This design comes from an exercise in tuning for small area on the open sky130 flow, not from production work.
The clock port is modelled as an ideal driver, which makes a skipped or thinned clock tree look cheaper than it is; a real chip needs a root buffer or a tree.
No activity file was given, so power comes from the tool's default toggle rates.

Setup of 12-24:
==> module countdown_timer, before the edit <==
module countdown_timer (
	input              clk,
	input              rst_n,
	input              PB0_flag,
	input              PB1_flag,
	output logic       PB0_read,
	output logic       PB1_read,
	output logic [6:0] seg_sec0,
	output logic [6:0] seg_sec1,
	output logic [6:0] seg_min0,
	output logic [6:0] seg_min1,
	output logic       finish_flag
);
localparam logic [2:0] IDLE0 = 3'd0, IDLE1 = 3'd4, INC0 = 3'd1, INC1 = 3'd5, FIN0 = 3'd2, FIN1 = 3'd6, ACTIVE = 3'd3, DECREMENT = 3'd7;
logic [2:0] state, next_state;
logic       decrement_flag;
logic       z_s0, z_s1, z_m0, z_m1, n_m0;
logic [13:0] cnt;
wire last = ~cnt[13] & ~cnt[12] & ~cnt[11] & cnt[10] & cnt[9] & ~cnt[8] &
            ~cnt[7] & ~cnt[6] & ~cnt[5] & cnt[4] & ~cnt[3] & cnt[1];
wire is_zero = z_s0 & z_s1 & z_m0 & z_m1;
wire idle = (state == IDLE0) || (state == IDLE1);
wire inc  = (state == INC0)  || (state == INC1);
wire fin  = (state == FIN0)  || (state == FIN1);
wire dec  = (state == DECREMENT);
assign finish_flag = (state == IDLE1) || (state == INC1) || (state == FIN1);
always_ff @(posedge clk or negedge rst_n) begin
	if (!rst_n) state <= IDLE0;
	else        state <= next_state;
end
always_comb begin
	PB0_read   = 1'b0;
	PB1_read   = 1'b0;
	next_state = state;
	case (state)
		IDLE0, IDLE1: begin
			if (PB0_flag) begin
				next_state = INC0;
				PB0_read   = 1'b1;
			end else if (PB1_flag) begin
				next_state = ACTIVE;
				PB1_read   = 1'b1;
			end else begin
				next_state = IDLE0;
			end
		end
		INC0, INC1: next_state = IDLE0;
		ACTIVE: begin
			if (PB1_flag) begin
				next_state = IDLE0;
				PB1_read   = 1'b1;
			end else if (is_zero) begin
				next_state = FIN0;
			end else if (decrement_flag) begin
				next_state = DECREMENT;
			end
		end
		DECREMENT: next_state = ACTIVE;
		FIN0, FIN1: begin
			if (PB0_flag) begin
				next_state = INC1;
				PB0_read   = 1'b1;
			end else if (PB1_flag) begin
				next_state = IDLE1;
				PB1_read   = 1'b1;
			end else begin
				next_state = FIN1;
			end
		end
		default: begin
			next_state = 'x;
			PB0_read   = 1'bx;
			PB1_read   = 1'bx;
		end
	endcase
end
always_ff @(posedge clk) begin
	if (idle || last) cnt <= {decrement_flag, 13'd0};
	else              cnt <= {cnt[12:0], ~(cnt[13] ^ cnt[12])};
end
always_ff @(posedge clk or negedge rst_n) begin
	if (!rst_n)                              decrement_flag <= 1'b0;
	else if (dec)                            decrement_flag <= 1'b0;
	else if (state == ACTIVE && last)        decrement_flag <= 1'b1;
end
wire b0  = dec & z_s0;           
wire b1  = b0 & z_s1;            
wire b2  = b1 & z_m0;            
wire c0  = inc & n_m0;           
digit_sec0 sec0 (.clk, .rst_n, .dn(dec),          .seg(seg_sec0), .is0(z_s0));
digit_sec1 sec1 (.clk, .rst_n, .dn(b0),           .seg(seg_sec1), .is0(z_s1));
digit_min0 min0 (.clk, .rst_n, .up(inc), .dn(b1), .seg(seg_min0), .is0(z_m0), .is9(n_m0));
digit_min1 min1 (.clk, .rst_n, .up(c0),  .dn(b2), .seg(seg_min1), .is0(z_m1), .is9());
endmodule
==> module digit_sec1, before the edit <==
module digit_sec1 (
	input              clk,
	input              rst_n,
	input              dn,       
	output logic [6:0] seg,      
	output logic       is0
);
logic [2:0] q;
logic [2:0] q_dn;
assign q_dn[0] = (~q[0] & q[1] & ~q[2]) | (~q[1] & q[2]);
assign q_dn[1] = ~q[2] | ~q[1];
assign q_dn[2] = (q[0] & ~q[2]) | (~q[0] & q[2]);
assign seg[0] = q[0];
assign seg[1] = (~q[0] & q[1] & ~q[2]);
assign seg[2] = (~q[1] & q[2]);
assign seg[3] = q[0];
assign seg[4] = q[1];
assign seg[5] = q[2];
assign seg[6] = (~q[1] & ~q[2]) | (q[0] & q[2]);
assign is0 = (~q[1] & ~q[2]);
always_ff @(posedge clk or negedge rst_n) begin
	if (!rst_n)   q <= 3'b000;
	else if (dn) q <= q_dn;
end
endmodule
==> flow/config.mk <==
export PLATFORM = sky130hd
export DESIGN_NAME = top
export DESIGN_NICKNAME = top
export VERILOG_FILES = /design/flow/design.v
export SDC_FILE = /design/flow/constraint.sdc
export NUM_CORES = 4
export LEC_CHECK = 0
export CAP_MARGIN = 20
export CORE_MARGIN = 2
export CORE_UTILIZATION = 40
export SLEW_MARGIN = 20
==> flow/constraint.sdc <==
create_clock -name core_clock -period 10.0 [get_ports {MAX10_CLK1_50}]
set_input_delay 2.0000 -clock core_clock [delete_from_list [all_inputs] [get_ports {MAX10_CLK1_50}]]
set_output_delay 2.0000 -clock core_clock [all_outputs]
set_load 0.01 [all_outputs]
standard.sh (not shown) runs the stock make flow with config.mk's settings and CLKGATE_MAP_FILE= SYNTH_SCRIPT=/design/flow/synth_recipe.tcl, a recipe that flattens the netlist after the stock synthesis.
==> flow/flow/run.sh <==
#!/bin/bash
# Layout flow: the standard flow (standard.sh), with these changes:
#  1. after the standard synthesis, its combinational logic is mapped again
#     (remap.ys: Yosys + an area-oriented ABC script, abc_amap.script).
#     Three rounds of four runs (four ABC seeds) each start from the smallest
#     netlist so far. Every register cell of the
#     standard synthesis is kept unchanged (name and cell type), and Yosys
#     proves each result equivalent to the standard netlist (equiv.ys); the
#     smallest proven netlist is used.
#  2. port buffers use the smallest buffer cell
set -euo pipefail
here=$(pwd)
res=$here/orfs/results/sky130hd/top/base
lib=$FLOW_HOME/platforms/sky130hd/lib/sky130_fd_sc_hd__tt_025C_1v80.lib
yosys_bin=$(command -v yosys || echo "$FLOW_HOME/../tools/install/yosys/bin/yosys")
rd=$here/remap
mkdir -p "$rd"

bash standard.sh synth > "$here/synth_make.log" 2>&1
std=$here/std_1_2_yosys.v
cp "$res/1_2_yosys.v" "$std"

regs() { grep -oE 'sky130_fd_sc_hd__(df|edf|sdf)[a-z0-9_]* [^ ]+' "$1" | sort; }
area() { grep "Chip area" "$1" | awk '{print $NF}'; }
std_regs=$(regs "$std")

job() {  # $1 = input netlist, $2 = tag, $3 = seed, $4 = mapper
  local in=$1 t=$2 s=$3 m=$4
  sed -e "s#@T@#40#" -e "s#@SEED@#$s#" "flow/abc_$m.script" > "$rd/$t.abc"
  sed -e "s#@LIB@#$lib#g" -e "s#@IN@#$in#" -e "s#@OUT@#$rd/$t.v#" -e "s#@ABC@#$rd/$t.abc#" \
      flow/remap.ys > "$rd/$t.ys"
  "$yosys_bin" -l "$rd/$t.log" -q "$rd/$t.ys" > /dev/null 2>&1 || return 0
  "$yosys_bin" -q -l "$rd/${t}_area.log" \
    -p "read_liberty -lib $lib; read_verilog $rd/$t.v; hierarchy -top top; stat -liberty $lib" \
    > /dev/null 2>&1 || return 0
  sed -e "s#@LIB@#$lib#g" -e "s#@GOLD@#$std#" -e "s#@GATE@#$rd/$t.v#" flow/equiv.ys > "$rd/${t}_equiv.ys"
  "$yosys_bin" -l "$rd/${t}_equiv.log" -q "$rd/${t}_equiv.ys" > /dev/null 2>&1 && touch "$rd/${t}.proven"
  return 0
}

best=""; best_area=""
cur=$std
for r in 1 2 3; do
  tags=()
  for s in $((4*r-3)) $((4*r-2)) $((4*r-1)) $((4*r)); do
    t="r${r}_s${s}"; tags+=("$t")
    job "$cur" "$t" "$s" amap &
  done
  wait
  for t in "${tags[@]}"; do
    [[ -f "$rd/$t.proven" ]] || continue
    [[ "$(regs "$rd/$t.v")" == "$std_regs" ]] || continue
    a=$(area "$rd/${t}_area.log")
    echo "$t: area $a" >> "$rd/choice.log"
    if [[ -z "$best" ]] || awk "BEGIN{exit !($a < $best_area)}"; then best=$t; best_area=$a; fi
  done
  [[ -n "$best" ]] && cur=$rd/$best.v
done

if [[ -n "$best" ]]; then
  cp "$rd/$best.v" "$res/1_2_yosys.v"
  rm -f "$res/1_synth.odb" "$res/1_synth.sdc"
  echo "using $best" >> "$rd/choice.log"
else
  echo "no usable remap: standard netlist kept" >> "$rd/choice.log"
fi

bash standard.sh BUFFER_PORTS_ARGS="-buffer_cell sky130_fd_sc_hd__buf_1" \
  CTS_ARGS="-sink_clustering_enable -repair_clock_nets -dont_use_dummy_load" \
  POST_CTS_TCL="$here/flow/post_cts.tcl" \
  finish > "$here/flow_make.log" 2>&1
Other scripts of this flow, unchanged in this note and not shown: flow/flow/abc_amap.script, flow/flow/equiv.ys, flow/flow/post_cts.tcl, flow/flow/remap.ys
For 02-25, these inputs were changed with respect to 12-24:
--- a/flow/design.v
+++ b/flow/design.v
@@ -8,13 +8,13 @@
 	output logic [6:0] seg_sec0,
 	output logic [6:0] seg_sec1,
 	output logic [6:0] seg_min0,
 	output logic [6:0] seg_min1,
 	output logic       finish_flag
 );
-localparam logic [2:0] IDLE0 = 3'd0, IDLE1 = 3'd4, INC0 = 3'd1, INC1 = 3'd5, FIN0 = 3'd2, FIN1 = 3'd6, ACTIVE = 3'd3, DECREMENT = 3'd7;
+localparam logic [2:0] IDLE0 = 3'd0, INC0 = 3'd1, ACTIVE = 3'd2, DECREMENT = 3'd3, IDLE1 = 3'd4, INC1 = 3'd5, FIN0 = 3'd6, FIN1 = 3'd7;
 logic [2:0] state, next_state;
 logic       decrement_flag;
 logic       z_s0, z_s1, z_m0, z_m1, n_m0;
 logic [13:0] cnt;
 wire last = ~cnt[13] & ~cnt[12] & ~cnt[11] & cnt[10] & cnt[9] & ~cnt[8] &
             ~cnt[7] & ~cnt[6] & ~cnt[5] & cnt[4] & ~cnt[3] & cnt[1];
@@ -241,23 +241,23 @@
 	input              dn,       
 	output logic [6:0] seg,      
 	output logic       is0
 );
 logic [2:0] q;
 logic [2:0] q_dn;
-assign q_dn[0] = (~q[0] & q[1] & ~q[2]) | (~q[1] & q[2]);
-assign q_dn[1] = ~q[2] | ~q[1];
-assign q_dn[2] = (q[0] & ~q[2]) | (~q[0] & q[2]);
-assign seg[0] = q[0];
-assign seg[1] = (~q[0] & q[1] & ~q[2]);
-assign seg[2] = (~q[1] & q[2]);
-assign seg[3] = q[0];
-assign seg[4] = q[1];
-assign seg[5] = q[2];
-assign seg[6] = (~q[1] & ~q[2]) | (q[0] & q[2]);
-assign is0 = (~q[1] & ~q[2]);
+assign q_dn[0] = ~q[0];
+assign q_dn[1] = (q[0] & q[1]) | (~q[0] & q[2]);
+assign q_dn[2] = (~q[0] & ~q[1] & ~q[2]) | (q[0] & q[2]);
+assign seg[0] = (q[0] & ~q[1] & ~q[2]) | (~q[0] & q[2]);
+assign seg[1] = (q[0] & q[2]);
+assign seg[2] = (~q[0] & q[1]);
+assign seg[3] = (q[0] & ~q[1] & ~q[2]) | (~q[0] & q[2]);
+assign seg[4] = q[0] | q[2];
+assign seg[5] = (q[0] & ~q[2]) | q[1];
+assign seg[6] = (~q[1] & ~q[2]);
+assign is0 = (~q[0] & ~q[1] & ~q[2]);
 always_ff @(posedge clk or negedge rst_n) begin
 	if (!rst_n)   q <= 3'b000;
 	else if (dn) q <= q_dn;
 end
 endmodule
 module top (
Notes after the runs:
When 02-25 is set beside 12-24, its worst-case reg-to-reg path depth turns out to be 10 larger. Any difference in post-route met1 wirelength between 02-25 and 12-24 is small enough to ignore. When 02-25 is measured against 12-24, its final weighted congestion in routability-driven placement turns out 0.062 higher. Busiest metal layer after global routing: met2 -> 12-24, met1 -> 02-25. What 12-24 reported for placeable core region has to be multiplied by 0.868 to get the figure for 02-25. Going from 12-24 to 02-25, number of filler instances in the final layout has decreased, setup slack has decreased, minimum clock period after layout has increased, cell count after synthesis has decreased, power has decreased.
No functional check of the RTL was part of any run of this note.

==> re-timing with driven ports <==
How much do the figures lean on ideal ports? The routed layouts below were timed once more, with nothing changed but the port constraints. Step 1 assumes that a clkbuf_16 drives the clock port and a buf_2 every other input. Step 2 times the ports against the registers' clock, not the clock port: input delays grow and output delays shrink by t, the midpoint of the rising clock arrivals with the driver on. a / b / c = no drivers / after step 1 / after step 2; a / b = the first two.
run	shift t [ns]	slack for setup (ns)	cell pins on the clock port's net
12-24	0.190	6.532 / 6.480 / 6.669	4
02-25	0.189	6.159 / 6.108 / 6.297	4
After both steps every run listed still meets setup and hold.
